Source: an optimization exercise on an open RTL-to-GDS flow (aim: small area). Production flows keep margins and buffers that such runs may drop. The RTL was checked by simulation tests, not by an equivalence proof against the original design.

==> flow/design.v (excerpt) <==
module CORDIC_COS_SIN #(
    parameter DATA_WIDTH = 16,
    parameter PHASE_WIDTH = 32,
    parameter STAGE = 16
) (
    input clk,
    input rst,
    input en,
    input mode,
    input signed [DATA_WIDTH-1:0] x0,
    input signed [DATA_WIDTH-1:0] y0,
    input signed [PHASE_WIDTH-1:0] phase,
    output valid,
    output [DATA_WIDTH:0] cos,
    output [DATA_WIDTH:0] sin
);
reg [7:0] vld;
always @(posedge clk or posedge rst)
    if (rst) vld <= 0;
    else vld <= {vld[6:0], en};
assign valid = vld[7];
wire [1:0] q = phase[31:30];
wire signed [24:0] zq = {phase[31], phase[29:6]};    
wire [17:0] z0 = (zq > 25'sd102273) ? 18'sd102273 : (zq < -25'sd102274) ? -18'sd102274 : zq[17:0];
wire [16:0] px = {1'b0, x0}, py = {1'b0, y0};
wire [16:0] nx = -px, ny = -py;
wire [16:0] fxa = (q==2'd1 || q==2'd2) ? nx : px;
wire [16:0] fxb = (q[1]==1'b0) ? ny : py;
wire [16:0] fya = q[1] ? nx : px;
wire [16:0] fyb = (q==2'd1 || q==2'd2) ? ny : py;
wire [16:0] xp1_b = {fxb[16], fxb[15], fxb[14], fxb[13], fxb[12], fxb[11], fxb[10], fxb[9], fxb[8], fxb[7], fxb[6], fxb[5], fxb[4], fxb[3], fxb[2], fxb[1], fxb[0]};
wire [16:0] xp1_p = fxa ^ xp1_b, xp1_g = fxa & xp1_b;
wire [17:0] xp1_c;
assign xp1_c[0] = 1'b0;
assign xp1_c[1] = xp1_g[0] | (xp1_p[0] & xp1_c[0]);
wire xp1_G0 = (xp1_g[1] | (xp1_p[1] & xp1_g[0]));
wire xp1_P0 = xp1_p[1] & xp1_p[0];
assign xp1_c[2] = xp1_G0 | (xp1_P0 & xp1_c[0]);
assign xp1_c[3] = xp1_g[2] | (xp1_p[2] & xp1_c[2]);
wire xp1_G2 = (xp1_g[3] | (xp1_p[3] & xp1_g[2]));
wire xp1_P2 = xp1_p[3] & xp1_p[2];
assign xp1_c[4] = xp1_G2 | (xp1_P2 & xp1_c[2]);
assign xp1_c[5] = xp1_g[4] | (xp1_p[4] & xp1_c[4]);
wire xp1_G4 = (xp1_g[5] | (xp1_p[5] & xp1_g[4]));
wire xp1_P4 = xp1_p[5] & xp1_p[4];
assign xp1_c[6] = xp1_G4 | (xp1_P4 & xp1_c[4]);
assign xp1_c[7] = xp1_g[6] | (xp1_p[6] & xp1_c[6]);
wire xp1_G6 = (xp1_g[7] | (xp1_p[7] & xp1_g[6]));
wire xp1_P6 = xp1_p[7] & xp1_p[6];
  ...
==> flow/config.mk <==
export PLATFORM = sky130hd
export DESIGN_NAME = CORDIC_COS_SIN
export DESIGN_NICKNAME = CORDIC_COS_SIN
export VERILOG_FILES = /design/flow/design.v
export SDC_FILE = /design/flow/constraint.sdc
export NUM_CORES = 4
export LEC_CHECK = 0
export ABC_AREA = 1
export CAP_MARGIN = 20
export CORE_MARGIN = 2
export CORE_UTILIZATION = 55
export CTS_BUF_LIST = sky130_fd_sc_hd__clkbuf_4 sky130_fd_sc_hd__clkbuf_8
export CTS_CLUSTER_DIAMETER = 60
export CTS_CLUSTER_SIZE = 30
export GPL_TIMING_DRIVEN = 0
export SETUP_SLACK_MARGIN = -0.1
export SLEW_MARGIN = 20
==> flow/constraint.sdc <==
create_clock -name core_clock -period 5.0 [get_ports {clk}]
set_input_delay 1.0000 -clock core_clock [delete_from_list [all_inputs] [get_ports {clk}]]
set_output_delay 1.0000 -clock core_clock [all_outputs]
set_load 0.01 [all_outputs]
standard.sh (not shown) runs the stock make flow with config.mk's settings and CLKGATE_MAP_FILE= SYNTH_SCRIPT=/design/flow/synth_recipe.tcl, a recipe that flattens the netlist after the stock synthesis.
==> flow/flow/run.sh <==
#!/bin/bash
set -euo pipefail
bash standard.sh BUFFER_PORTS_ARGS="-buffer_cell sky130_fd_sc_hd__buf_1" finish > standard_flow.log 2>&1
==> next run, changes <==
==> flow/flow/run.sh (replaced) <==
#!/bin/bash
set -euo pipefail
bash standard.sh BUFFER_PORTS_ARGS="-buffer_cell sky130_fd_sc_hd__buf_2" finish > standard_flow.log 2>&1
- SETUP_SLACK_MARGIN: -0.1 -> -0.2
After rerunning:
- The new run produced a clean layout
- setup slack improves by 6.2 ps
- area after synthesis is unchanged
- hold slack improves by 12 ps
- flip-flop and latch count stays the same
- non-clock buffer count went down by 14

[re-timing with driven ports]
The flow's constraints put no driver on any port. The routed layouts listed below were extracted and timed again, unchanged, in two steps.
Step 1: set_driving_cell puts a clkbuf_16 on clk and a buf_2 on each other input, an assumption about the parent block.
Step 2 adds t to the input delays and takes it off the output delays; t is the mean of the earliest and latest rising clock arrival at the registers after step 1. Input paths then give back, and output paths get back, about the clock's delay inside the block.
a / b / c = no drivers / after step 1 / after step 2; a / b = the first two.
run	t (ns)	slack for setup (ns)	worst setup path at the end	worst register clock-pin slew, ns	worst data-port slew with drivers (ns)
the first run	0.684	0.174 / 0.174 / -0.268	input to register	0.12 / 0.12	0.04
the second run	0.674	0.180 / 0.180 / -0.420	input to register	0.11 / 0.11	0.04
With both steps, setup timing fails in the first run and the second run, where it was met with ideal ports. For the second run, which loses most, drivers alone change the setup slack by 0.000 ns; drivers and shift together by -0.600 ns.
